Context: an optimization exercise on an open-source flow, tuned for small area and a short achievable clock period. The choices shown serve that exercise and are no tape-out recipe.
For this run, only the layout was checked, not whether the RTL still works.

`design/flow/flow/run.sh`:
```
#!/bin/bash
set -euo pipefail
export BUFFER_PORTS_ARGS="-buffer_cell sky130_fd_sc_hd__buf_2"
bash standard.sh > standard.log 2>&1
```
`design/flow/standard.sh`:
```
#!/bin/bash
# synth_recipe.tcl (not shown) runs the flow's synth.tcl, then flattens the netlist and writes it again
# the make line also repeats each setting of config.mk as NAME=value (left out here)
make -C /OpenROAD-flow-scripts/flow DESIGN_CONFIG=/design/flow/config.mk WORK_HOME=/design/flow/orfs CLKGATE_MAP_FILE= SYNTH_SCRIPT=/design/flow/synth_recipe.tcl "${@:-finish}"
```
`design/flow/config.mk`:
```
export PLATFORM = sky130hd
export DESIGN_NAME = pe
export DESIGN_NICKNAME = pe
export VERILOG_FILES = /design/flow/design.v
export SDC_FILE = /design/flow/constraint.sdc
export NUM_CORES = 4
export LEC_CHECK = 0
export ABC_AREA = 1
export CAP_MARGIN = 20
export CORE_MARGIN = 2
export CORE_UTILIZATION = 40
export SETUP_SLACK_MARGIN = 4.2
export SLEW_MARGIN = 20
export SYNTH_HIERARCHICAL = 1
export TNS_END_PERCENT = 0
```
`design/flow/constraint.sdc`:
```
create_clock -name core_clock -period 9.0 [get_ports {clk}]
set_input_delay 1.8000 -clock core_clock [delete_from_list [all_inputs] [get_ports {clk}]]
set_output_delay 1.8000 -clock core_clock [all_outputs]
set_load 0.01 [all_outputs]
```
`design/flow/design.v`:
```
module pe (
    input wire clk,
    input wire rst,
    input wire [31:0] a,
    input wire [31:0] b,
    output wire [31:0] c
);
  reg [31:0] r0;
  reg [31:5] r1;
  reg [31:12] r2;
  reg [31:22] r3;
  wire [32:0] bx = {b, 1'b0};
  wire [15:0] one, two, neg;
  genvar gi;
  generate
    for (gi = 0; gi < 16; gi = gi + 1) begin : enc
      assign one[gi] = bx[2*gi+1] ^ bx[2*gi];
      assign two[gi] = (bx[2*gi+2] & ~bx[2*gi+1] & ~bx[2*gi]) | (~bx[2*gi+2] & bx[2*gi+1] & bx[2*gi]);
      assign neg[gi] = bx[2*gi+2];
    end
  endgenerate
  wire [31:0] pp0;
  wire x0 = one[0] & a[0];
  wire e0 = neg[0] & ~x0;
  assign pp0[31:1] = ((a[31:1] & {31{one[0]}}) | (a[30:0] & {31{two[0]}})) ^ {31{neg[0]}};
  assign pp0[0] = x0;
  wire [29:0] pp1;
  wire x1 = one[1] & a[0];
  wire e1 = neg[1] & ~x1;
  assign pp1[29:1] = ((a[29:1] & {29{one[1]}}) | (a[28:0] & {29{two[1]}})) ^ {29{neg[1]}};
  assign pp1[0] = x1;
  wire [27:0] pp2;
  wire x2 = one[2] & a[0];
  wire e2 = neg[2] & ~x2;
  assign pp2[27:1] = ((a[27:1] & {27{one[2]}}) | (a[26:0] & {27{two[2]}})) ^ {27{neg[2]}};
  assign pp2[0] = x2;
  wire [25:0] pp3;
  wire x3 = one[3] & a[0];
  wire e3 = neg[3] & ~x3;
  assign pp3[25:1] = ((a[25:1] & {25{one[3]}}) | (a[24:0] & {25{two[3]}})) ^ {25{neg[3]}};
  assign pp3[0] = x3;
  wire [23:0] pp4;
  wire x4 = one[4] & a[0];
  wire e4 = neg[4] & ~x4;
  assign pp4[23:1] = ((a[23:1] & {23{one[4]}}) | (a[22:0] & {23{two[4]}})) ^ {23{neg[4]}};
  assign pp4[0] = x4;
  wire [21:0] pp5;
  wire x5 = one[5] & a[0];
  wire e5 = neg[5] & ~x5;
  assign pp5[21:1] = ((a[21:1] & {21{one[5]}}) | (a[20:0] & {21{two[5]}})) ^ {21{neg[5]}};
  assign pp5[0] = x5;
  wire [19:0] pp6;
  wire x6 = one[6] & a[0];
  wire e6 = neg[6] & ~x6;
  assign pp6[19:1] = ((a[19:1] & {19{one[6]}}) | (a[18:0] & {19{two[6]}})) ^ {19{neg[6]}};
  assign pp6[0] = x6;
  wire [17:0] pp7;
  wire x7 = one[7] & a[0];
  wire e7 = neg[7] & ~x7;
  assign pp7[17:1] = ((a[17:1] & {17{one[7]}}) | (a[16:0] & {17{two[7]}})) ^ {17{neg[7]}};
  assign pp7[0] = x7;
  wire [15:0] pp8;
  wire x8 = one[8] & a[0];
  wire e8 = neg[8] & ~x8;
  assign pp8[15:1] = ((a[15:1] & {15{one[8]}}) | (a[14:0] & {15{two[8]}})) ^ {15{neg[8]}};
  assign pp8[0] = x8;
  wire [13:0] pp9;
  wire x9 = one[9] & a[0];
  wire e9 = neg[9] & ~x9;
  assign pp9[13:1] = ((a[13:1] & {13{one[9]}}) | (a[12:0] & {13{two[9]}})) ^ {13{neg[9]}};
  assign pp9[0] = x9;
  wire [11:0] pp10;
  wire x10 = one[10] & a[0];
  wire e10 = neg[10] & ~x10;
  assign pp10[11:1] = ((a[11:1] & {11{one[10]}}) | (a[10:0] & {11{two[10]}})) ^ {11{neg[10]}};
  assign pp10[0] = x10;
  wire [9:0] pp11;
  wire x11 = one[11] & a[0];
  wire e11 = neg[11] & ~x11;
  assign pp11[9:1] = ((a[9:1] & {9{one[11]}}) | (a[8:0] & {9{two[11]}})) ^ {9{neg[11]}};
  assign pp11[0] = x11;
  wire [7:0] pp12;
  wire x12 = one[12] & a[0];
  wire e12 = neg[12] & ~x12;
  assign pp12[7:1] = ((a[7:1] & {7{one[12]}}) | (a[6:0] & {7{two[12]}})) ^ {7{neg[12]}};
  assign pp12[0] = x12;
  wire [5:0] pp13;
  wire x13 = one[13] & a[0];
  wire e13 = neg[13] & ~x13;
  assign pp13[5:1] = ((a[5:1] & {5{one[13]}}) | (a[4:0] & {5{two[13]}})) ^ {5{neg[13]}};
  assign pp13[0] = x13;
  wire [3:0] pp14;
  wire x14 = one[14] & a[0];
  wire e14 = neg[14] & ~x14;
  assign pp14[3:1] = ((a[3:1] & {3{one[14]}}) | (a[2:0] & {3{two[14]}})) ^ {3{neg[14]}};
  assign pp14[0] = x14;
  wire [1:0] pp15;
  wire x15 = one[15] & a[0];
  wire e15 = neg[15] & ~x15;
  assign pp15[1:1] = ((a[1:1] & {1{one[15]}}) | (a[0:0] & {1{two[15]}})) ^ {1{neg[15]}};
  assign pp15[0] = x15;
  wire s1, k2;
  ha u1 (.a(r0[0]), .b(x0), .s(s1), .co(k2));
  wire s3, k4;
  fa u3 (.a(r0[1]), .b(e0), .c(pp0[1]), .s(s3), .co(k4));
  wire s5, k6;
  ha u5 (.a(k2), .b(s3), .s(s5), .co(k6));
  wire s7, k8;
  fa u7 (.a(r0[2]), .b(pp0[2]), .c(x1), .s(s7), .co(k8));
  wire s9, k10;
  fa u9 (.a(k4), .b(s7), .c(k6), .s(s9), .co(k10));
  wire s11, k12;
  fa u11 (.a(r0[3]), .b(e1), .c(pp0[3]), .s(s11), .co(k12));
  wire s13, k14;
  fa u13 (.a(pp1[1]), .b(k8), .c(s11), .s(s13), .co(k14));
  wire s15, k16;
  ha u15 (.a(s13), .b(k10), .s(s15), .co(k16));
  wire s17, k18;
  fa u17 (.a(r0[4]), .b(pp0[4]), .c(pp1[2]), .s(s17), .co(k18));
  wire s19, k20;
  fa u19 (.a(x2), .b(k12), .c(s17), .s(s19), .co(k20));
  wire s21, k22;
  fa u21 (.a(k14), .b(s19), .c(k16), .s(s21), .co(k22));
  wire s23, k24;
  fa u23 (.a(r0[5]), .b(r1[5]), .c(e2), .s(s23), .co(k24));
  wire s25, k26;
  fa u25 (.a(pp0[5]), .b(pp1[3]), .c(pp2[1]), .s(s25), .co(k26));
  wire s27, k28;
  fa u27 (.a(s23), .b(k18), .c(s25), .s(s27), .co(k28));
  wire s29, k30;
  ha u29 (.a(k20), .b(s27), .s(s29), .co(k30));
  wire s31, k32;
  fa u31 (.a(r0[6]), .b(r1[6]), .c(pp0[6]), .s(s31), .co(k32));
  wire s33, k34;
  fa u33 (.a(pp1[4]), .b(pp2[2]), .c(x3), .s(s33), .co(k34));
  wire s35, k36;
  fa u35 (.a(k24), .b(k26), .c(s31), .s(s35), .co(k36));
  wire s37, k38;
  fa u37 (.a(s33), .b(k28), .c(s35), .s(s37), .co(k38));
  wire s39, k40;
  fa u39 (.a(r0[7]), .b(r1[7]), .c(e3), .s(s39), .co(k40));
  wire s41, k42;
  fa u41 (.a(pp0[7]), .b(pp1[5]), .c(pp2[3]), .s(s41), .co(k42));
  wire s43, k44;
  fa u43 (.a(pp3[1]), .b(s39), .c(k32), .s(s43), .co(k44));
  wire s45, k46;
  fa u45 (.a(k34), .b(s41), .c(k36), .s(s45), .co(k46));
  wire s47, k48;
  ha u47 (.a(s43), .b(k38), .s(s47), .co(k48));
  wire s49, k50;
  fa u49 (.a(r0[8]), .b(r1[8]), .c(pp0[8]), .s(s49), .co(k50));
  wire s51, k52;
  fa u51 (.a(pp1[6]), .b(pp2[4]), .c(pp3[2]), .s(s51), .co(k52));
  wire s53, k54;
  fa u53 (.a(x4), .b(k40), .c(k42), .s(s53), .co(k54));
  wire s55, k56;
  fa u55 (.a(s49), .b(s51), .c(k44), .s(s55), .co(k56));
  wire s57, k58;
  fa u57 (.a(s53), .b(k46), .c(s55), .s(s57), .co(k58));
  wire s59, k60;
  fa u59 (.a(r0[9]), .b(r1[9]), .c(e4), .s(s59), .co(k60));
  wire s61, k62;
  fa u61 (.a(pp0[9]), .b(pp1[7]), .c(pp2[5]), .s(s61), .co(k62));
  wire s63, k64;
  fa u63 (.a(pp3[3]), .b(pp4[1]), .c(s59), .s(s63), .co(k64));
  wire s65, k66;
  fa u65 (.a(k50), .b(k52), .c(s61), .s(s65), .co(k66));
  wire s67, k68;
  fa u67 (.a(s63), .b(k54), .c(s65), .s(s67), .co(k68));
  wire s69, k70;
  ha u69 (.a(k56), .b(s67), .s(s69), .co(k70));
  wire s71, k72;
  fa u71 (.a(r0[10]), .b(r1[10]), .c(pp0[10]), .s(s71), .co(k72));
  wire s73, k74;
  fa u73 (.a(pp1[8]), .b(pp2[6]), .c(pp3[4]), .s(s73), .co(k74));
  wire s75, k76;
  fa u75 (.a(pp4[2]), .b(x5), .c(k60), .s(s75), .co(k76));
  wire s77, k78;
  fa u77 (.a(k62), .b(s71), .c(s73), .s(s77), .co(k78));
  wire s79, k80;
  fa u79 (.a(k64), .b(s75), .c(k66), .s(s79), .co(k80));
  wire s81, k82;
  fa u81 (.a(s77), .b(k68), .c(s79), .s(s81), .co(k82));
  wire s83, k84;
  fa u83 (.a(r0[11]), .b(r1[11]), .c(e5), .s(s83), .co(k84));
  wire s85, k86;
  fa u85 (.a(pp0[11]), .b(pp1[9]), .c(pp2[7]), .s(s85), .co(k86));
  wire s87, k88;
  fa u87 (.a(pp3[5]), .b(pp4[3]), .c(pp5[1]), .s(s87), .co(k88));
  wire s89, k90;
  fa u89 (.a(s83), .b(k72), .c(k74), .s(s89), .co(k90));
  wire s91, k92;
  fa u91 (.a(s85), .b(s87), .c(k76), .s(s91), .co(k92));
  wire s93, k94;
  fa u93 (.a(s89), .b(k78), .c(s91), .s(s93), .co(k94));
  wire s95, k96;
  ha u95 (.a(k80), .b(s93), .s(s95), .co(k96));
  wire s97, k98;
  fa u97 (.a(r0[12]), .b(r1[12]), .c(r2[12]), .s(s97), .co(k98));
  wire s99, k100;
  fa u99 (.a(s97), .b(pp0[12]), .c(pp1[10]), .s(s99), .co(k100));
  wire s101, k102;
  fa u101 (.a(pp2[8]), .b(pp3[6]), .c(pp4[4]), .s(s101), .co(k102));
  wire s103, k104;
  fa u103 (.a(pp5[2]), .b(x6), .c(k84), .s(s103), .co(k104));
  wire s105, k106;
  fa u105 (.a(k86), .b(k88), .c(s99), .s(s105), .co(k106));
  wire s107, k108;
  fa u107 (.a(s101), .b(s103), .c(k90), .s(s107), .co(k108));
  wire s109, k110;
  fa u109 (.a(k92), .b(s105), .c(s107), .s(s109), .co(k110));
  wire s111, k112;
  fa u111 (.a(r0[13]), .b(r1[13]), .c(r2[13]), .s(s111), .co(k112));
  wire s113, k114;
  fa u113 (.a(k98), .b(s111), .c(e6), .s(s113), .co(k114));
  wire s115, k116;
  fa u115 (.a(pp0[13]), .b(pp1[11]), .c(pp2[9]), .s(s115), .co(k116));
  wire s117, k118;
  fa u117 (.a(pp3[7]), .b(pp4[5]), .c(pp5[3]), .s(s117), .co(k118));
  wire s119, k120;
  fa u119 (.a(pp6[1]), .b(s113), .c(k100), .s(s119), .co(k120));
  wire s121, k122;
  fa u121 (.a(k102), .b(s115), .c(s117), .s(s121), .co(k122));
  wire s123, k124;
  fa u123 (.a(k104), .b(k106), .c(s119), .s(s123), .co(k124));
  wire s125, k126;
  ha u125 (.a(s121), .b(k108), .s(s125), .co(k126));
  wire s127, k128;
  fa u127 (.a(r0[14]), .b(r1[14]), .c(r2[14]), .s(s127), .co(k128));
  wire s129, k130;
  fa u129 (.a(k112), .b(s127), .c(pp0[14]), .s(s129), .co(k130));
  wire s131, k132;
  fa u131 (.a(pp1[12]), .b(pp2[10]), .c(pp3[8]), .s(s131), .co(k132));
  wire s133, k134;
  fa u133 (.a(pp4[6]), .b(pp5[4]), .c(pp6[2]), .s(s133), .co(k134));
  wire s135, k136;
  fa u135 (.a(x7), .b(k114), .c(k116), .s(s135), .co(k136));
  wire s137, k138;
  fa u137 (.a(k118), .b(s129), .c(s131), .s(s137), .co(k138));
  wire s139, k140;
  fa u139 (.a(s133), .b(k120), .c(s135), .s(s139), .co(k140));
  wire s141, k142;
  fa u141 (.a(k122), .b(s137), .c(k124), .s(s141), .co(k142));
  wire s143, k144;
  fa u143 (.a(r0[15]), .b(r1[15]), .c(r2[15]), .s(s143), .co(k144));
  wire s145, k146;
  fa u145 (.a(k128), .b(s143), .c(e7), .s(s145), .co(k146));
  wire s147, k148;
  fa u147 (.a(pp0[15]), .b(pp1[13]), .c(pp2[11]), .s(s147), .co(k148));
  wire s149, k150;
  fa u149 (.a(pp3[9]), .b(pp4[7]), .c(pp5[5]), .s(s149), .co(k150));
  wire s151, k152;
  fa u151 (.a(pp6[3]), .b(pp7[1]), .c(s145), .s(s151), .co(k152));
  wire s153, k154;
  fa u153 (.a(k130), .b(k132), .c(k134), .s(s153), .co(k154));
  wire s155, k156;
  fa u155 (.a(s147), .b(s149), .c(s151), .s(s155), .co(k156));
  wire s157, k158;
  fa u157 (.a(k136), .b(k138), .c(s153), .s(s157), .co(k158));
  wire s159, k160;
  ha u159 (.a(s155), .b(k140), .s(s159), .co(k160));
  wire s161, k162;
  fa u161 (.a(r0[16]), .b(r1[16]), .c(r2[16]), .s(s161), .co(k162));
  wire s163, k164;
  fa u163 (.a(k144), .b(s161), .c(pp0[16]), .s(s163), .co(k164));
  wire s165, k166;
  fa u165 (.a(pp1[14]), .b(pp2[12]), .c(pp3[10]), .s(s165), .co(k166));
  wire s167, k168;
  fa u167 (.a(pp4[8]), .b(pp5[6]), .c(pp6[4]), .s(s167), .co(k168));
  wire s169, k170;
  fa u169 (.a(pp7[2]), .b(x8), .c(k146), .s(s169), .co(k170));
  wire s171, k172;
  fa u171 (.a(k148), .b(k150), .c(s163), .s(s171), .co(k172));
  wire s173, k174;
  fa u173 (.a(s165), .b(s167), .c(k152), .s(s173), .co(k174));
  wire s175, k176;
  fa u175 (.a(s169), .b(k154), .c(s171), .s(s175), .co(k176));
  wire s177, k178;
  fa u177 (.a(k156), .b(s173), .c(k158), .s(s177), .co(k178));
  wire s179, k180;
  fa u179 (.a(r0[17]), .b(r1[17]), .c(r2[17]), .s(s179), .co(k180));
  wire s181, k182;
  fa u181 (.a(k162), .b(s179), .c(e8), .s(s181), .co(k182));
  wire s183, k184;
  fa u183 (.a(pp0[17]), .b(pp1[15]), .c(pp2[13]), .s(s183), .co(k184));
  wire s185, k186;
  fa u185 (.a(pp3[11]), .b(pp4[9]), .c(pp5[7]), .s(s185), .co(k186));
  wire s187, k188;
  fa u187 (.a(pp6[5]), .b(pp7[3]), .c(pp8[1]), .s(s187), .co(k188));
  wire s189, k190;
  fa u189 (.a(s181), .b(k164), .c(k166), .s(s189), .co(k190));
  wire s191, k192;
  fa u191 (.a(k168), .b(s183), .c(s185), .s(s191), .co(k192));
  wire s193, k194;
  fa u193 (.a(s187), .b(k170), .c(k172), .s(s193), .co(k194));
  wire s195, k196;
  fa u195 (.a(s189), .b(s191), .c(k174), .s(s195), .co(k196));
  wire s197, k198;
  ha u197 (.a(k176), .b(s193), .s(s197), .co(k198));
  wire s199, k200;
  fa u199 (.a(r0[18]), .b(r1[18]), .c(r2[18]), .s(s199), .co(k200));
  wire s201, k202;
  fa u201 (.a(k180), .b(s199), .c(pp0[18]), .s(s201), .co(k202));
  wire s203, k204;
  fa u203 (.a(pp1[16]), .b(pp2[14]), .c(pp3[12]), .s(s203), .co(k204));
  wire s205, k206;
  fa u205 (.a(pp4[10]), .b(pp5[8]), .c(pp6[6]), .s(s205), .co(k206));
  wire s207, k208;
  fa u207 (.a(pp7[4]), .b(pp8[2]), .c(x9), .s(s207), .co(k208));
  wire s209, k210;
  fa u209 (.a(k182), .b(k184), .c(k186), .s(s209), .co(k210));
  wire s211, k212;
  fa u211 (.a(k188), .b(s201), .c(s203), .s(s211), .co(k212));
  wire s213, k214;
  fa u213 (.a(s205), .b(s207), .c(k190), .s(s213), .co(k214));
  wire s215, k216;
  fa u215 (.a(k192), .b(s209), .c(s211), .s(s215), .co(k216));
  wire s217, k218;
  fa u217 (.a(k194), .b(s213), .c(k196), .s(s217), .co(k218));
  wire s219, k220;
  fa u219 (.a(r0[19]), .b(r1[19]), .c(r2[19]), .s(s219), .co(k220));
  wire s221, k222;
  fa u221 (.a(k200), .b(s219), .c(e9), .s(s221), .co(k222));
  wire s223, k224;
  fa u223 (.a(pp0[19]), .b(pp1[17]), .c(pp2[15]), .s(s223), .co(k224));
  wire s225, k226;
  fa u225 (.a(pp3[13]), .b(pp4[11]), .c(pp5[9]), .s(s225), .co(k226));
  wire s227, k228;
  fa u227 (.a(pp6[7]), .b(pp7[5]), .c(pp8[3]), .s(s227), .co(k228));
  wire s229, k230;
  fa u229 (.a(pp9[1]), .b(s221), .c(k202), .s(s229), .co(k230));
  wire s231, k232;
  fa u231 (.a(k204), .b(k206), .c(k208), .s(s231), .co(k232));
  wire s233, k234;
  fa u233 (.a(s223), .b(s225), .c(s227), .s(s233), .co(k234));
  wire s235, k236;
  fa u235 (.a(k210), .b(s229), .c(k212), .s(s235), .co(k236));
  wire s237, k238;
  fa u237 (.a(s231), .b(s233), .c(k214), .s(s237), .co(k238));
  wire s239, k240;
  ha u239 (.a(k216), .b(s235), .s(s239), .co(k240));
  wire s241, k242;
  fa u241 (.a(r0[20]), .b(r1[20]), .c(r2[20]), .s(s241), .co(k242));
  wire s243, k244;
  fa u243 (.a(k220), .b(s241), .c(pp0[20]), .s(s243), .co(k244));
  wire s245, k246;
  fa u245 (.a(pp1[18]), .b(pp2[16]), .c(pp3[14]), .s(s245), .co(k246));
  wire s247, k248;
  fa u247 (.a(pp4[12]), .b(pp5[10]), .c(pp6[8]), .s(s247), .co(k248));
  wire s249, k250;
  fa u249 (.a(pp7[6]), .b(pp8[4]), .c(pp9[2]), .s(s249), .co(k250));
  wire s251, k252;
  fa u251 (.a(x10), .b(k222), .c(k224), .s(s251), .co(k252));
  wire s253, k254;
  fa u253 (.a(k226), .b(k228), .c(s243), .s(s253), .co(k254));
  wire s255, k256;
  fa u255 (.a(s245), .b(s247), .c(s249), .s(s255), .co(k256));
  wire s257, k258;
  fa u257 (.a(k230), .b(k232), .c(s251), .s(s257), .co(k258));
  wire s259, k260;
  fa u259 (.a(s253), .b(k234), .c(s255), .s(s259), .co(k260));
  wire s261, k262;
  fa u261 (.a(k236), .b(s257), .c(s259), .s(s261), .co(k262));
  wire s263, k264;
  fa u263 (.a(r0[21]), .b(r1[21]), .c(r2[21]), .s(s263), .co(k264));
  wire s265, k266;
  fa u265 (.a(k242), .b(s263), .c(e10), .s(s265), .co(k266));
  wire s267, k268;
  fa u267 (.a(pp0[21]), .b(pp10[1]), .c(pp1[19]), .s(s267), .co(k268));
  wire s269, k270;
  fa u269 (.a(pp2[17]), .b(pp3[15]), .c(pp4[13]), .s(s269), .co(k270));
  wire s271, k272;
  fa u271 (.a(pp5[11]), .b(pp6[9]), .c(pp7[7]), .s(s271), .co(k272));
  wire s273, k274;
  fa u273 (.a(pp8[5]), .b(pp9[3]), .c(s265), .s(s273), .co(k274));
  wire s275, k276;
  fa u275 (.a(k244), .b(k246), .c(k248), .s(s275), .co(k276));
  wire s277, k278;
  fa u277 (.a(k250), .b(s267), .c(s269), .s(s277), .co(k278));
  wire s279, k280;
  fa u279 (.a(s271), .b(s273), .c(k252), .s(s279), .co(k280));
  wire s281, k282;
  fa u281 (.a(k254), .b(s275), .c(k256), .s(s281), .co(k282));
  wire s283, k284;
  fa u283 (.a(s277), .b(k258), .c(s279), .s(s283), .co(k284));
  wire s285, k286;
  ha u285 (.a(k260), .b(s281), .s(s285), .co(k286));
  wire s287, k288;
  fa u287 (.a(r0[22]), .b(r1[22]), .c(r2[22]), .s(s287), .co(k288));
  wire s289, k290;
  fa u289 (.a(r3[22]), .b(k264), .c(s287), .s(s289), .co(k290));
  wire s291, k292;
  fa u291 (.a(s289), .b(pp0[22]), .c(pp10[2]), .s(s291), .co(k292));
  wire s293, k294;
  fa u293 (.a(pp1[20]), .b(pp2[18]), .c(pp3[16]), .s(s293), .co(k294));
  wire s295, k296;
  fa u295 (.a(pp4[14]), .b(pp5[12]), .c(pp6[10]), .s(s295), .co(k296));
  wire s297, k298;
  fa u297 (.a(pp7[8]), .b(pp8[6]), .c(pp9[4]), .s(s297), .co(k298));
  wire s299, k300;
  fa u299 (.a(x11), .b(k266), .c(k268), .s(s299), .co(k300));
  wire s301, k302;
  fa u301 (.a(k270), .b(k272), .c(s291), .s(s301), .co(k302));
  wire s303, k304;
  fa u303 (.a(s293), .b(s295), .c(s297), .s(s303), .co(k304));
  wire s305, k306;
  fa u305 (.a(k274), .b(k276), .c(s299), .s(s305), .co(k306));
  wire s307, k308;
  fa u307 (.a(k278), .b(s301), .c(s303), .s(s307), .co(k308));
  wire s309, k310;
  fa u309 (.a(k280), .b(k282), .c(s305), .s(s309), .co(k310));
  wire s311, k312;
  fa u311 (.a(r0[23]), .b(r1[23]), .c(r2[23]), .s(s311), .co(k312));
  wire s313, k314;
  fa u313 (.a(r3[23]), .b(k288), .c(s311), .s(s313), .co(k314));
  wire s315, k316;
  fa u315 (.a(k290), .b(s313), .c(e11), .s(s315), .co(k316));
  wire s317, k318;
  fa u317 (.a(pp0[23]), .b(pp10[3]), .c(pp11[1]), .s(s317), .co(k318));
  wire s319, k320;
  fa u319 (.a(pp1[21]), .b(pp2[19]), .c(pp3[17]), .s(s319), .co(k320));
  wire s321, k322;
  fa u321 (.a(pp4[15]), .b(pp5[13]), .c(pp6[11]), .s(s321), .co(k322));
  wire s323, k324;
  fa u323 (.a(pp7[9]), .b(pp8[7]), .c(pp9[5]), .s(s323), .co(k324));
  wire s325, k326;
  fa u325 (.a(s315), .b(k292), .c(k294), .s(s325), .co(k326));
  wire s327, k328;
  fa u327 (.a(k296), .b(k298), .c(s317), .s(s327), .co(k328));
  wire s329, k330;
  fa u329 (.a(s319), .b(s321), .c(s323), .s(s329), .co(k330));
  wire s331, k332;
  fa u331 (.a(k300), .b(k302), .c(s325), .s(s331), .co(k332));
  wire s333, k334;
  fa u333 (.a(k304), .b(s327), .c(s329), .s(s333), .co(k334));
  wire s335, k336;
  ha u335 (.a(k306), .b(s331), .s(s335), .co(k336));
  wire s337, k338;
  fa u337 (.a(r0[24]), .b(r1[24]), .c(r2[24]), .s(s337), .co(k338));
  wire s339, k340;
  fa u339 (.a(r3[24]), .b(k312), .c(s337), .s(s339), .co(k340));
  wire s341, k342;
  fa u341 (.a(k314), .b(s339), .c(pp0[24]), .s(s341), .co(k342));
  wire s343, k344;
  fa u343 (.a(pp10[4]), .b(pp11[2]), .c(pp1[22]), .s(s343), .co(k344));
  wire s345, k346;
  fa u345 (.a(pp2[20]), .b(pp3[18]), .c(pp4[16]), .s(s345), .co(k346));
  wire s347, k348;
  fa u347 (.a(pp5[14]), .b(pp6[12]), .c(pp7[10]), .s(s347), .co(k348));
  wire s349, k350;
  fa u349 (.a(pp8[8]), .b(pp9[6]), .c(x12), .s(s349), .co(k350));
  wire s351, k352;
  fa u351 (.a(k316), .b(k318), .c(k320), .s(s351), .co(k352));
  wire s353, k354;
  fa u353 (.a(k322), .b(k324), .c(s341), .s(s353), .co(k354));
  wire s355, k356;
  fa u355 (.a(s343), .b(s345), .c(s347), .s(s355), .co(k356));
  wire s357, k358;
  fa u357 (.a(s349), .b(k326), .c(k328), .s(s357), .co(k358));
  wire s359, k360;
  fa u359 (.a(s351), .b(s353), .c(k330), .s(s359), .co(k360));
  wire s361, k362;
  fa u361 (.a(s355), .b(k332), .c(s357), .s(s361), .co(k362));
  wire s363, k364;
  fa u363 (.a(r0[25]), .b(r1[25]), .c(r2[25]), .s(s363), .co(k364));
  wire s365, k366;
  fa u365 (.a(r3[25]), .b(k338), .c(s363), .s(s365), .co(k366));
  wire s367, k368;
  fa u367 (.a(k340), .b(s365), .c(e12), .s(s367), .co(k368));
  wire s369, k370;
  fa u369 (.a(pp0[25]), .b(pp10[5]), .c(pp11[3]), .s(s369), .co(k370));
  wire s371, k372;
  fa u371 (.a(pp12[1]), .b(pp1[23]), .c(pp2[21]), .s(s371), .co(k372));
  wire s373, k374;
  fa u373 (.a(pp3[19]), .b(pp4[17]), .c(pp5[15]), .s(s373), .co(k374));
  wire s375, k376;
  fa u375 (.a(pp6[13]), .b(pp7[11]), .c(pp8[9]), .s(s375), .co(k376));
  wire s377, k378;
  fa u377 (.a(pp9[7]), .b(s367), .c(k342), .s(s377), .co(k378));
  wire s379, k380;
  fa u379 (.a(k344), .b(k346), .c(k348), .s(s379), .co(k380));
  wire s381, k382;
  fa u381 (.a(k350), .b(s369), .c(s371), .s(s381), .co(k382));
  wire s383, k384;
  fa u383 (.a(s373), .b(s375), .c(k352), .s(s383), .co(k384));
  wire s385, k386;
  fa u385 (.a(k354), .b(s377), .c(s379), .s(s385), .co(k386));
  wire s387, k388;
  fa u387 (.a(k356), .b(s381), .c(k358), .s(s387), .co(k388));
  wire s389, k390;
  ha u389 (.a(s383), .b(k360), .s(s389), .co(k390));
  wire s391, k392;
  fa u391 (.a(r0[26]), .b(r1[26]), .c(r2[26]), .s(s391), .co(k392));
  wire s393, k394;
  fa u393 (.a(r3[26]), .b(k364), .c(s391), .s(s393), .co(k394));
  wire s395, k396;
  fa u395 (.a(k366), .b(s393), .c(pp0[26]), .s(s395), .co(k396));
  wire s397, k398;
  fa u397 (.a(pp10[6]), .b(pp11[4]), .c(pp12[2]), .s(s397), .co(k398));
  wire s399, k400;
  fa u399 (.a(pp1[24]), .b(pp2[22]), .c(pp3[20]), .s(s399), .co(k400));
  wire s401, k402;
  fa u401 (.a(pp4[18]), .b(pp5[16]), .c(pp6[14]), .s(s401), .co(k402));
  wire s403, k404;
  fa u403 (.a(pp7[12]), .b(pp8[10]), .c(pp9[8]), .s(s403), .co(k404));
  wire s405, k406;
  fa u405 (.a(x13), .b(k368), .c(k370), .s(s405), .co(k406));
  wire s407, k408;
  fa u407 (.a(k372), .b(k374), .c(k376), .s(s407), .co(k408));
  wire s409, k410;
  fa u409 (.a(s395), .b(s397), .c(s399), .s(s409), .co(k410));
  wire s411, k412;
  fa u411 (.a(s401), .b(s403), .c(k378), .s(s411), .co(k412));
  wire s413, k414;
  fa u413 (.a(k380), .b(s405), .c(k382), .s(s413), .co(k414));
  wire s415, k416;
  fa u415 (.a(s407), .b(s409), .c(k384), .s(s415), .co(k416));
  wire s417, k418;
  fa u417 (.a(s411), .b(k386), .c(s413), .s(s417), .co(k418));
  wire s419, k420;
  fa u419 (.a(r0[27]), .b(r1[27]), .c(r2[27]), .s(s419), .co(k420));
  wire s421, k422;
  fa u421 (.a(r3[27]), .b(k392), .c(s419), .s(s421), .co(k422));
  wire s423, k424;
  fa u423 (.a(k394), .b(s421), .c(e13), .s(s423), .co(k424));
  wire s425, k426;
  fa u425 (.a(pp0[27]), .b(pp10[7]), .c(pp11[5]), .s(s425), .co(k426));
  wire s427, k428;
  fa u427 (.a(pp12[3]), .b(pp13[1]), .c(pp1[25]), .s(s427), .co(k428));
  wire s429, k430;
  fa u429 (.a(pp2[23]), .b(pp3[21]), .c(pp4[19]), .s(s429), .co(k430));
  wire s431, k432;
  fa u431 (.a(pp5[17]), .b(pp6[15]), .c(pp7[13]), .s(s431), .co(k432));
  wire s433, k434;
  fa u433 (.a(pp8[11]), .b(pp9[9]), .c(s423), .s(s433), .co(k434));
  wire s435, k436;
  fa u435 (.a(k396), .b(k398), .c(k400), .s(s435), .co(k436));
  wire s437, k438;
  fa u437 (.a(k402), .b(k404), .c(s425), .s(s437), .co(k438));
  wire s439, k440;
  fa u439 (.a(s427), .b(s429), .c(s431), .s(s439), .co(k440));
  wire s441, k442;
  fa u441 (.a(s433), .b(k406), .c(k408), .s(s441), .co(k442));
  wire s443, k444;
  fa u443 (.a(k410), .b(s435), .c(s437), .s(s443), .co(k444));
  wire s445, k446;
  fa u445 (.a(s439), .b(k412), .c(k414), .s(s445), .co(k446));
  wire s447, k448;
  ha u447 (.a(s441), .b(s443), .s(s447), .co(k448));
  wire s449, k450;
  fa u449 (.a(r0[28]), .b(r1[28]), .c(r2[28]), .s(s449), .co(k450));
  wire s451, k452;
  fa u451 (.a(r3[28]), .b(k420), .c(s449), .s(s451), .co(k452));
  wire s453, k454;
  fa u453 (.a(k422), .b(s451), .c(pp0[28]), .s(s453), .co(k454));
  wire s455, k456;
  fa u455 (.a(pp10[8]), .b(pp11[6]), .c(pp12[4]), .s(s455), .co(k456));
  wire s457, k458;
  fa u457 (.a(pp13[2]), .b(pp1[26]), .c(pp2[24]), .s(s457), .co(k458));
  wire s459, k460;
  fa u459 (.a(pp3[22]), .b(pp4[20]), .c(pp5[18]), .s(s459), .co(k460));
  wire s461, k462;
  fa u461 (.a(pp6[16]), .b(pp7[14]), .c(pp8[12]), .s(s461), .co(k462));
  wire s463, k464;
  fa u463 (.a(pp9[10]), .b(x14), .c(k424), .s(s463), .co(k464));
  wire s465, k466;
  fa u465 (.a(k426), .b(k428), .c(k430), .s(s465), .co(k466));
  wire s467, k468;
  fa u467 (.a(k432), .b(s453), .c(s455), .s(s467), .co(k468));
  wire s469, k470;
  fa u469 (.a(s457), .b(s459), .c(s461), .s(s469), .co(k470));
  wire s471, k472;
  fa u471 (.a(k434), .b(s463), .c(k436), .s(s471), .co(k472));
  wire s473, k474;
  fa u473 (.a(k438), .b(s465), .c(k440), .s(s473), .co(k474));
  wire s475, k476;
  fa u475 (.a(s467), .b(s469), .c(k442), .s(s475), .co(k476));
  wire s477, k478;
  fa u477 (.a(s471), .b(k444), .c(s473), .s(s477), .co(k478));
  wire s479, k480;
  fa u479 (.a(r0[29]), .b(r1[29]), .c(r2[29]), .s(s479), .co(k480));
  wire s481, k482;
  fa u481 (.a(r3[29]), .b(k450), .c(s479), .s(s481), .co(k482));
  wire s483, k484;
  fa u483 (.a(k452), .b(s481), .c(e14), .s(s483), .co(k484));
  wire s485, k486;
  fa u485 (.a(pp0[29]), .b(pp10[9]), .c(pp11[7]), .s(s485), .co(k486));
  wire s487, k488;
  fa u487 (.a(pp12[5]), .b(pp13[3]), .c(pp14[1]), .s(s487), .co(k488));
  wire s489, k490;
  fa u489 (.a(pp1[27]), .b(pp2[25]), .c(pp3[23]), .s(s489), .co(k490));
  wire s491, k492;
  fa u491 (.a(pp4[21]), .b(pp5[19]), .c(pp6[17]), .s(s491), .co(k492));
  wire s493, k494;
  fa u493 (.a(pp7[15]), .b(pp8[13]), .c(pp9[11]), .s(s493), .co(k494));
  wire s495, k496;
  fa u495 (.a(s483), .b(k454), .c(k456), .s(s495), .co(k496));
  wire s497, k498;
  fa u497 (.a(k458), .b(k460), .c(k462), .s(s497), .co(k498));
  wire s499, k500;
  fa u499 (.a(s485), .b(s487), .c(s489), .s(s499), .co(k500));
  wire s501, k502;
  fa u501 (.a(s491), .b(s493), .c(k464), .s(s501), .co(k502));
  wire s503, k504;
  fa u503 (.a(k466), .b(s495), .c(k468), .s(s503), .co(k504));
  wire s505, k506;
  fa u505 (.a(s497), .b(k470), .c(s499), .s(s505), .co(k506));
  wire s507, k508;
  fa u507 (.a(s501), .b(k472), .c(k474), .s(s507), .co(k508));
  wire s509, k510;
  ha u509 (.a(s503), .b(s505), .s(s509), .co(k510));
  wire s511, k512;
  fa u511 (.a(r0[30]), .b(r1[30]), .c(r2[30]), .s(s511), .co(k512));
  wire s513, k514;
  fa u513 (.a(r3[30]), .b(k480), .c(s511), .s(s513), .co(k514));
  wire s515, k516;
  fa u515 (.a(k482), .b(s513), .c(pp0[30]), .s(s515), .co(k516));
  wire s517, k518;
  fa u517 (.a(pp10[10]), .b(pp11[8]), .c(pp12[6]), .s(s517), .co(k518));
  wire s519, k520;
  fa u519 (.a(pp13[4]), .b(pp14[2]), .c(pp1[28]), .s(s519), .co(k520));
  wire s521, k522;
  fa u521 (.a(pp2[26]), .b(pp3[24]), .c(pp4[22]), .s(s521), .co(k522));
  wire s523, k524;
  fa u523 (.a(pp5[20]), .b(pp6[18]), .c(pp7[16]), .s(s523), .co(k524));
  wire s525, k526;
  fa u525 (.a(pp8[14]), .b(pp9[12]), .c(x15), .s(s525), .co(k526));
  wire s527, k528;
  fa u527 (.a(k484), .b(k486), .c(k488), .s(s527), .co(k528));
  wire s529, k530;
  fa u529 (.a(k490), .b(k492), .c(k494), .s(s529), .co(k530));
  wire s531, k532;
  fa u531 (.a(s515), .b(s517), .c(s519), .s(s531), .co(k532));
  wire s533, k534;
  fa u533 (.a(s521), .b(s523), .c(s525), .s(s533), .co(k534));
  wire s535, k536;
  fa u535 (.a(k496), .b(k498), .c(s527), .s(s535), .co(k536));
  wire s537, k538;
  fa u537 (.a(s529), .b(k500), .c(k502), .s(s537), .co(k538));
  wire s539, k540;
  fa u539 (.a(s531), .b(s533), .c(k504), .s(s539), .co(k540));
  wire s541, k542;
  fa u541 (.a(s535), .b(k506), .c(s537), .s(s541), .co(k542));
  wire s543, k544;
  fa u543 (.a(r0[31]), .b(r1[31]), .c(r2[31]), .s(s543), .co(k544));
  wire s545, k546;
  fa u545 (.a(r3[31]), .b(k512), .c(s543), .s(s545), .co(k546));
  wire s547, k548;
  fa u547 (.a(k514), .b(s545), .c(e15), .s(s547), .co(k548));
  wire s549, k550;
  fa u549 (.a(pp0[31]), .b(pp10[11]), .c(pp11[9]), .s(s549), .co(k550));
  wire s551, k552;
  fa u551 (.a(pp12[7]), .b(pp13[5]), .c(pp14[3]), .s(s551), .co(k552));
  wire s553, k554;
  fa u553 (.a(pp15[1]), .b(pp1[29]), .c(pp2[27]), .s(s553), .co(k554));
  wire s555, k556;
  fa u555 (.a(pp3[25]), .b(pp4[23]), .c(pp5[21]), .s(s555), .co(k556));
  wire s557, k558;
  fa u557 (.a(pp6[19]), .b(pp7[17]), .c(pp8[15]), .s(s557), .co(k558));
  wire s559, k560;
  fa u559 (.a(pp9[13]), .b(s547), .c(k516), .s(s559), .co(k560));
  wire s561, k562;
  fa u561 (.a(k518), .b(k520), .c(k522), .s(s561), .co(k562));
  wire s563, k564;
  fa u563 (.a(k524), .b(k526), .c(s549), .s(s563), .co(k564));
  wire s565, k566;
  fa u565 (.a(s551), .b(s553), .c(s555), .s(s565), .co(k566));
  wire s567, k568;
  fa u567 (.a(s557), .b(k528), .c(k530), .s(s567), .co(k568));
  wire s569, k570;
  fa u569 (.a(s559), .b(k532), .c(s561), .s(s569), .co(k570));
  wire s571, k572;
  fa u571 (.a(k534), .b(s563), .c(s565), .s(s571), .co(k572));
  wire s573, k574;
  fa u573 (.a(k536), .b(s567), .c(k538), .s(s573), .co(k574));
  wire s575, k576;
  ha u575 (.a(s569), .b(s571), .s(s575), .co(k576));
  wire [31:0] n0;
  wire [31:5] n1;
  wire [31:12] n2;
  wire [31:22] n3;
  assign n0[0] = s1;
  assign n0[1] = s5;
  assign n0[2] = s9;
  assign n0[3] = s15;
  assign n0[4] = s21;
  assign n0[5] = s29;
  assign n1[5] = k22;
  assign n0[6] = k30;
  assign n1[6] = s37;
  assign n0[7] = s45;
  assign n1[7] = s47;
  assign n0[8] = k48;
  assign n1[8] = s57;
  assign n0[9] = k58;
  assign n1[9] = s69;
  assign n0[10] = k70;
  assign n1[10] = s81;
  assign n0[11] = k82;
  assign n1[11] = s95;
  assign n0[12] = k94;
  assign n1[12] = k96;
  assign n2[12] = s109;
  assign n0[13] = s123;
  assign n1[13] = s125;
  assign n2[13] = k110;
  assign n0[14] = s139;
  assign n1[14] = k126;
  assign n2[14] = s141;
  assign n0[15] = s157;
  assign n1[15] = s159;
  assign n2[15] = k142;
  assign n0[16] = s175;
  assign n1[16] = k160;
  assign n2[16] = s177;
  assign n0[17] = s195;
  assign n1[17] = s197;
  assign n2[17] = k178;
  assign n0[18] = s215;
  assign n1[18] = k198;
  assign n2[18] = s217;
  assign n0[19] = s237;
  assign n1[19] = s239;
  assign n2[19] = k218;
  assign n0[20] = k238;
  assign n1[20] = k240;
  assign n2[20] = s261;
  assign n0[21] = s285;
  assign n1[21] = s283;
  assign n2[21] = k262;
  assign n0[22] = s307;
  assign n1[22] = k286;
  assign n2[22] = k284;
  assign n3[22] = s309;
  assign n0[23] = k308;
  assign n1[23] = s333;
  assign n2[23] = s335;
  assign n3[23] = k310;
  assign n0[24] = k334;
  assign n1[24] = s359;
  assign n2[24] = k336;
  assign n3[24] = s361;
  assign n0[25] = s385;
  assign n1[25] = s389;
  assign n2[25] = s387;
  assign n3[25] = k362;
  assign n0[26] = k390;
  assign n1[26] = k388;
  assign n2[26] = s415;
  assign n3[26] = s417;
  assign n0[27] = k416;
  assign n1[27] = k418;
  assign n2[27] = s445;
  assign n3[27] = s447;
  assign n0[28] = k446;
  assign n1[28] = k448;
  assign n2[28] = s475;
  assign n3[28] = s477;
  assign n0[29] = k476;
  assign n1[29] = s507;
  assign n2[29] = k478;
  assign n3[29] = s509;
  assign n0[30] = k508;
  assign n1[30] = k510;
  assign n2[30] = s539;
  assign n3[30] = s541;
  assign n0[31] = k540;
  assign n1[31] = s575;
  assign n2[31] = s573;
  assign n3[31] = k542;
  always @(posedge clk or posedge rst) begin
    if (rst) begin
      r0 <= 32'd0;
      r1 <= 27'd0;
      r2 <= 20'd0;
      r3 <= 10'd0;
    end else begin
      r0 <= n0;
      r1 <= n1;
      r2 <= n2;
      r3 <= n3;
    end
  end
  assign c[4:0] = r0[4:0];
  wire s100001, k100002;
  fa u100001 (.a(r0[12]), .b(r1[12]), .c(r2[12]), .s(s100001), .co(k100002));
  wire s100003, k100004;
  fa u100003 (.a(r0[13]), .b(r1[13]), .c(r2[13]), .s(s100003), .co(k100004));
  wire s100005, k100006;
  fa u100005 (.a(r0[14]), .b(r1[14]), .c(r2[14]), .s(s100005), .co(k100006));
  wire s100007, k100008;
  fa u100007 (.a(r0[15]), .b(r1[15]), .c(r2[15]), .s(s100007), .co(k100008));
  wire s100009, k100010;
  fa u100009 (.a(r0[16]), .b(r1[16]), .c(r2[16]), .s(s100009), .co(k100010));
  wire s100011, k100012;
  fa u100011 (.a(r0[17]), .b(r1[17]), .c(r2[17]), .s(s100011), .co(k100012));
  wire s100013, k100014;
  fa u100013 (.a(r0[18]), .b(r1[18]), .c(r2[18]), .s(s100013), .co(k100014));
  wire s100015, k100016;
  fa u100015 (.a(r0[19]), .b(r1[19]), .c(r2[19]), .s(s100015), .co(k100016));
  wire s100017, k100018;
  fa u100017 (.a(r0[20]), .b(r1[20]), .c(r2[20]), .s(s100017), .co(k100018));
  wire s100019, k100020;
  fa u100019 (.a(r0[21]), .b(r1[21]), .c(r2[21]), .s(s100019), .co(k100020));
  wire s100021, k100022;
  fa u100021 (.a(r0[22]), .b(r1[22]), .c(r2[22]), .s(s100021), .co(k100022));
  wire s100023, k100024;
  fa u100023 (.a(r3[22]), .b(k100020), .c(s100021), .s(s100023), .co(k100024));
  wire s100025, k100026;
  fa u100025 (.a(r0[23]), .b(r1[23]), .c(r2[23]), .s(s100025), .co(k100026));
  wire s100027, k100028;
  fa u100027 (.a(r3[23]), .b(k100022), .c(s100025), .s(s100027), .co(k100028));
  wire s100029, k100030;
  fa u100029 (.a(r0[24]), .b(r1[24]), .c(r2[24]), .s(s100029), .co(k100030));
  wire s100031, k100032;
  fa u100031 (.a(r3[24]), .b(k100026), .c(s100029), .s(s100031), .co(k100032));
  wire s100033, k100034;
  fa u100033 (.a(r0[25]), .b(r1[25]), .c(r2[25]), .s(s100033), .co(k100034));
  wire s100035, k100036;
  fa u100035 (.a(r3[25]), .b(k100030), .c(s100033), .s(s100035), .co(k100036));
  wire s100037, k100038;
  fa u100037 (.a(r0[26]), .b(r1[26]), .c(r2[26]), .s(s100037), .co(k100038));
  wire s100039, k100040;
  fa u100039 (.a(r3[26]), .b(k100034), .c(s100037), .s(s100039), .co(k100040));
  wire s100041, k100042;
  fa u100041 (.a(r0[27]), .b(r1[27]), .c(r2[27]), .s(s100041), .co(k100042));
  wire s100043, k100044;
  fa u100043 (.a(r3[27]), .b(k100038), .c(s100041), .s(s100043), .co(k100044));
  wire s100045, k100046;
  fa u100045 (.a(r0[28]), .b(r1[28]), .c(r2[28]), .s(s100045), .co(k100046));
  wire s100047, k100048;
  fa u100047 (.a(r3[28]), .b(k100042), .c(s100045), .s(s100047), .co(k100048));
  wire s100049, k100050;
  fa u100049 (.a(r0[29]), .b(r1[29]), .c(r2[29]), .s(s100049), .co(k100050));
  wire s100051, k100052;
  fa u100051 (.a(r3[29]), .b(k100046), .c(s100049), .s(s100051), .co(k100052));
  wire s100053, k100054;
  fa u100053 (.a(r0[30]), .b(r1[30]), .c(r2[30]), .s(s100053), .co(k100054));
  wire s100055, k100056;
  fa u100055 (.a(r3[30]), .b(k100050), .c(s100053), .s(s100055), .co(k100056));
  wire s100057, k100058;
  fa u100057 (.a(r0[31]), .b(r1[31]), .c(r2[31]), .s(s100057), .co(k100058));
  wire s100059, k100060;
  fa u100059 (.a(r3[31]), .b(k100054), .c(s100057), .s(s100059), .co(k100060));
  wire [26:0] ax = {k100056, k100052, k100048, k100044, k100040, k100036, k100032, k100028, k100024, s100023, k100018, k100016, k100014, k100012, k100010, k100008, k100006, k100004, k100002, s100001, r0[11], r0[10], r0[9], r0[8], r0[7], r0[6], r0[5]};
  wire [26:0] bxx = {s100059, s100055, s100051, s100047, s100043, s100039, s100035, s100031, s100027, 1'b0, s100019, s100017, s100015, s100013, s100011, s100009, s100007, s100005, s100003, 1'b0, r1[11], r1[10], r1[9], r1[8], r1[7], r1[6], r1[5]};
  wire [26:0] p0 = ax ^ bxx;
  wire [26:0] g0 = ax & bxx;
  wire bg1 = g0[1] | (p0[1] & g0[0]);
  wire bg2 = g0[3] | (p0[3] & g0[2]);
  wire bp2 = p0[3] & p0[2];
  wire bg3 = g0[5] | (p0[5] & g0[4]);
  wire bp3 = p0[5] & p0[4];
  wire bg4 = g0[7] | (p0[7] & g0[6]);
  wire bp4 = p0[7] & p0[6];
  wire bg5 = g0[9] | (p0[9] & g0[8]);
  wire bp5 = p0[9] & p0[8];
  wire bg6 = g0[11] | (p0[11] & g0[10]);
  wire bp6 = p0[11] & p0[10];
  wire bg7 = g0[13] | (p0[13] & g0[12]);
  wire bp7 = p0[13] & p0[12];
  wire bg8 = g0[15] | (p0[15] & g0[14]);
  wire bp8 = p0[15] & p0[14];
  wire bg9 = g0[17] | (p0[17] & g0[16]);
  wire bp9 = p0[17] & p0[16];
  wire bg10 = g0[19] | (p0[19] & g0[18]);
  wire bp10 = p0[19] & p0[18];
  wire bg11 = g0[21] | (p0[21] & g0[20]);
  wire bp11 = p0[21] & p0[20];
  wire bg12 = g0[23] | (p0[23] & g0[22]);
  wire bp12 = p0[23] & p0[22];
  wire bg13 = g0[25] | (p0[25] & g0[24]);
  wire bp13 = p0[25] & p0[24];
  wire bg14 = bg2 | (bp2 & bg1);
  wire bg15 = bg4 | (bp4 & bg3);
  wire bp15 = bp4 & bp3;
  wire bg16 = bg6 | (bp6 & bg5);
  wire bp16 = bp6 & bp5;
  wire bg17 = bg8 | (bp8 & bg7);
  wire bp17 = bp8 & bp7;
  wire bg18 = bg10 | (bp10 & bg9);
  wire bp18 = bp10 & bp9;
  wire bg19 = bg12 | (bp12 & bg11);
  wire bp19 = bp12 & bp11;
  wire bg20 = bg15 | (bp15 & bg14);
  wire bg21 = bg17 | (bp17 & bg16);
  wire bp21 = bp17 & bp16;
  wire bg22 = bg19 | (bp19 & bg18);
  wire bp22 = bp19 & bp18;
  wire bg23 = bg21 | (bp21 & bg20);
  wire bg24 = bg22 | (bp22 & bg23);
  wire bg25 = bg16 | (bp16 & bg20);
  wire bg26 = bg18 | (bp18 & bg23);
  wire bg27 = bg3 | (bp3 & bg14);
  wire bg28 = bg5 | (bp5 & bg20);
  wire bg29 = bg7 | (bp7 & bg25);
  wire bg30 = bg9 | (bp9 & bg23);
  wire bg31 = bg11 | (bp11 & bg26);
  wire bg32 = bg13 | (bp13 & bg24);
  wire bg33 = g0[2] | (p0[2] & bg1);
  wire bg34 = g0[4] | (p0[4] & bg14);
  wire bg35 = g0[6] | (p0[6] & bg27);
  wire bg36 = g0[8] | (p0[8] & bg20);
  wire bg37 = g0[10] | (p0[10] & bg28);
  wire bg38 = g0[12] | (p0[12] & bg25);
  wire bg39 = g0[14] | (p0[14] & bg29);
  wire bg40 = g0[16] | (p0[16] & bg23);
  wire bg41 = g0[18] | (p0[18] & bg30);
  wire bg42 = g0[20] | (p0[20] & bg26);
  wire bg43 = g0[22] | (p0[22] & bg31);
  wire bg44 = g0[24] | (p0[24] & bg24);
  wire bg45 = g0[26] | (p0[26] & bg32);
  assign c[5] = p0[0];
  assign c[6] = p0[1] ^ g0[0];
  assign c[7] = p0[2] ^ bg1;
  assign c[8] = p0[3] ^ bg33;
  assign c[9] = p0[4] ^ bg14;
  assign c[10] = p0[5] ^ bg34;
  assign c[11] = p0[6] ^ bg27;
  assign c[12] = p0[7] ^ bg35;
  assign c[13] = p0[8] ^ bg20;
  assign c[14] = p0[9] ^ bg36;
  assign c[15] = p0[10] ^ bg28;
  assign c[16] = p0[11] ^ bg37;
  assign c[17] = p0[12] ^ bg25;
  assign c[18] = p0[13] ^ bg38;
  assign c[19] = p0[14] ^ bg29;
  assign c[20] = p0[15] ^ bg39;
  assign c[21] = p0[16] ^ bg23;
  assign c[22] = p0[17] ^ bg40;
  assign c[23] = p0[18] ^ bg30;
  assign c[24] = p0[19] ^ bg41;
  assign c[25] = p0[20] ^ bg26;
  assign c[26] = p0[21] ^ bg42;
  assign c[27] = p0[22] ^ bg31;
  assign c[28] = p0[23] ^ bg43;
  assign c[29] = p0[24] ^ bg24;
  assign c[30] = p0[25] ^ bg44;
  assign c[31] = p0[26] ^ bg32;
endmodule
module fa (
    input wire a,
    input wire b,
    input wire c,
    output wire s,
    output wire co
);
  assign s = a ^ b ^ c;
  assign co = (a & b) | (a & c) | (b & c);
endmodule
module ha (
    input wire a,
    input wire b,
    output wire s,
    output wire co
);
  assign s = a ^ b;
  assign co = a & b;
endmodule
```
==> summary.txt <==
| Stage | Metric | Value |
|:---|:---|:---|
| cts | CTS buffer count | 9 |
| grt | Met1 track demand over resource | 0.324 |
| die | Y dimension of the die | 196 um |
| grt | Busiest metal layer after global routing | met2 |
| placement | Total half-perimeter wirelength after legalization and detailed placement | 31400 um |
| die | Starting Density | 0.404 |
| synth | Number of distinct library cell variants in the gate-level netlist after synthesis | 31 |
| die | Floorplan die area | 0.0383 sq mm |
| worst setup path | Setup crit start kind | input port |
| detailed routing | Remaining routing DRC violations | 0 |
| grt | Overflow left after global routing | 0 |
| worst setup path | Worst EP required | 9220 ps |
| final layout | Number of antenna cells inserted | 0 |
| timing | Slew Limit Headroom | 0.278 |
| die | Core ar. | 0.0364 sq mm |
| cts | CTS max path bufs | 2 |
| synth | XOR/XNOR share of the synthesized area | 0.160 |
| placement | Routability Congestion | 0.856 |
| timing | Smallest setup slack after layout | 3940 ps |
| cts | Number of sinks on the clock net | 89 |
| detailed routing | Starting DRC count in detailed routing | 957 |
| timing | Count of pins over their slew limit | 0 |
| detailed routing | Vias after detailed routing | 10700 |
| detailed routing | Via density per instance | 5.90 |
| synth | Cell area after technology mapping | 0.0147 sq mm |
| synth | Simple logic cell fraction of the synthesized area | 0.0333 |
| cts | Clock edge transition at the registers on the reported setup and hold paths | 70 ps |
| flow run | Max capacitance violation total | 0 |
| die | Std cell rows | 70 |
| synth | Dominant combinational cell family by area after synthesis | adder cells |
| grt | Number of global-route vias before repair | 11600 |
| timing | Setup TNS Final | 0 ps |
| synth | Average instance area after synthesis | 11.0 sq um |
| timing | Transition time of the tightest slew-check pin | 1080 ps |
| timing | Part of the cycle the worst path needs | 0.562 |
| synth | Sequential element share of the synthesized area | 0.151 |
| timing | Final Hold Violating Endpoints | 0 |
| worst setup path | Classification of the worst setup path | in2reg |
| timing | Min cycle time layout | 5060 ps |
| final layout | Most frequent standard cell in the layout excluding fill and tap cells | sky130_fd_sc_hd__fa_1 |
| final layout | Highest-count cells in the layout ignoring fill and taps | 299 x sky130_fd_sc_hd__fa_1, 263 x sky130_fd_sc_hd__xor2_1, 239 x sky130_fd_sc_hd__o22ai_1 |
| detailed routing | Final routed wire length divided by cell count | 24.3 um |
| grt | Total routing usage reported by global routing | 0.239 |
| worst setup path | Crit path capture type | flop |
| cts | Depth of the CTS H-tree | 3 |
| grt | Met3 usage in global routing | 0.0392 |
| die | Chip width | 196 um |
| synth | Synthesized-area fraction occupied by ao, oa, aoi and oai cells | 0.125 |
| final layout | Fraction of final layout cells with drive strength greater than 1 | 0.164 |
| detailed routing | ANT nets after route | 0 |
| hold path | Worst Hold Class | reg2reg |
| outcome | Outcome | no timing/DRC/antenna violations |
| final layout | Net count, final | 1770 |
| cts | Clock latency on the worst-skew pair | 360 ps |
| timing | Clk_skew | 13.9 ps |
| worst setup path | Crit-path max FO | 21 |
| die | Num ports | 98 |
| timing | Setup repair after global routing missed its margin | true |
| grt | Antenna violations before repair | 0 |
| synth | Synthesized net count | 1753 |
| detailed routing | Detailed Routing Iterations Pass 1 | 9 |
| synth | Post-synthesis adder-cell area fraction | 0.461 |
| grt | Largest net degree at the start of global routing | 49 |
| grt | Global-route track usage on met2 | 0.395 |
| synth | Register bit total from synthesis | 89 |
| final layout | Relative area change from synthesis to final layout | 8.99% |
| detailed routing | WL final | 44300 um |
| placement | Input/output buffers | 97 |
| placement | Setup Slack @ Placement | 2860 ps |
| synth | Number of instances in the synthesized netlist | 1333 |
| synth | Synth Warn # | 7 |
| cts | Clock tree from TritonCTS | built |
| worst setup path | Arr. time, crit path | 5280 ps |
| grt | First-pass GRT wire length | 69500 um |
| cts | Clock root buffer master | sky130_fd_sc_hd__clkbuf_16 |
| synth | Fraction of synthesized area in multiplexers | 0.0105 |
| timing | Achievable Freq | 198 MHz |
| timing | Total of endpoints with negative setup slack in the final report | 0 |
-- worst max-delay path, cell delays in order --
cell	delay (ps)
sky130_fd_sc_hd__buf_4	340
sky130_fd_sc_hd__or2_2	190
sky130_fd_sc_hd__nand2_1	440
sky130_fd_sc_hd__o22ai_1	380
sky130_fd_sc_hd__xor2_1	220
sky130_fd_sc_hd__fa_1	480
sky130_fd_sc_hd__fa_1	490
sky130_fd_sc_hd__fa_1	510
sky130_fd_sc_hd__fa_1	420
-- layer usage --
metal  part of all wire  vias up
met4              0.029        0
met1               0.41     5598
met3              0.080      102
met2               0.49      597
met5                  0        -
li1                   -     4452
-- per-module statistics from Yosys, one instance, submodules excluded --
module / cells / flip-flops and latches
fa: 1 / 0
ha: 1 / 0
pe: 1015 / 89
-- logic make-up (layout without fill, tap and decap cells) --
| group | count (synthesis) | count (layout) |
|---|---|---|
| AOI/OAI and AO/OA | 288 | 288 |
| xor gates and xnor gates | 269 | 269 |
| adders and majority gates | 354 | 354 |
| buffers and inverters | 204 | 224 |
| DFF | 89 | 89 |
| muxes | 13 | 13 |
| and+or+nand+nor | 116 | 116 |
-- synth_stat cells, drive strengths merged --
master | n | area [sq um]
nand2 | 66 | 248
a31o | 2 | 17.5
nand3 | 6 | 30.0
ha | 40 | 500
o21ai | 18 | 90.1
o22ai | 254 | 1650
and2 | 1 | 6.26
buf | 62 | 323
inv | 75 | 282
clkinv | 8 | 31.3
nand4 | 3 | 18.8
dfrtp | 89 | 2230
or2 | 15 | 93.8
a21oi | 9 | 45.0
xor2 | 264 | 2310
a21o | 1 | 7.51
mux2 | 13 | 154
xnor2 | 5 | 43.8
fa | 314 | 6290
o21bai | 3 | 22.5
clkbuf | 59 | 221
nor2 | 25 | 93.8
a21boi | 1 | 7.51
-- worst paths after layout --
check | start | end | slack [ps] | cells past startpoint
worst max-delay path | b[15] | r2[20] | 3940 | 9
worst min-delay path | r0[0] | r0[0] | 520 | 1
worst max register to register | r0[27] | r3[30] | 5160 | 8
worst min register to register | r0[0] | r0[0] | 520 | 1
max in group asynchronous | rst | r1[27] | 6270 | 3
min in group asynchronous | rst | r1[21] | 1550 | 2
-- state kept, by name, summed over array words and instances, names as in the netlist --
signal	count
r1	27
r2	20
r0	32
r3	10
-- cell type report --
cell class | count | area, sq um
Timing Repair Buffer | 126 | 749
Inverter | 83 | 323
Multi-Input combinational cell | 1040 | 11900
Sequential cell | 89 | 2230
Timing Repair inverter | 1 | 5.00
Fill cell | 3466 | 20400
Clock buffer | 11 | 243
Clock inverter | 3 | 42.5
Tap cell | 468 | 586
-- per-stage QoR --
step | hold WS (ps) | cells | cell area (sq um) | utilization
after floorplan | 480 | 1333 | 14800 | -
after global placement | 498 | 1786 | 15400 | 0.422
after detailed placement | 499 | 1787 | 15400 | 0.422
after CTS | 519 | 1815 | 15900 | 0.437
after global routing | 536 | 1821 | 16000 | 0.440
final | 523 | 1821 | 16000 | 0.440
-- what timing repair did --
item	CTS	global route
hold buffers	0	0
setup endpoints to repair	101	81
gates cloned	1	0
setup buffers	13	6
resized for setup	37	13
endpoints found under the hold margin	0	0
pin swaps	16	15

what the ideal ports hide:
The results above use ideal ports. As a check the final layout listed here was re-extracted and re-timed, cells and wires unchanged. Step 1: set_driving_cell puts a clkbuf_16 on clk and a buf_2 on each other input, an assumption about the parent block. Step 2 also shifts input and output timing later by t, the mid clock arrival at the registers, as if the neighbouring blocks saw the same clock. Slacks: no drivers / after step 1 / after step 2; pairs: no drivers / after step 1.
t (ns): 0.405
slack for setup (ns): 3.944 / 3.904 / 3.549
hold slack, ns: 0.523 / 0.523 / 0.523
After both steps setup and hold are still met in this run. For this run, drivers alone change the setup slack by -0.040 ns; drivers and shift together by -0.395 ns.
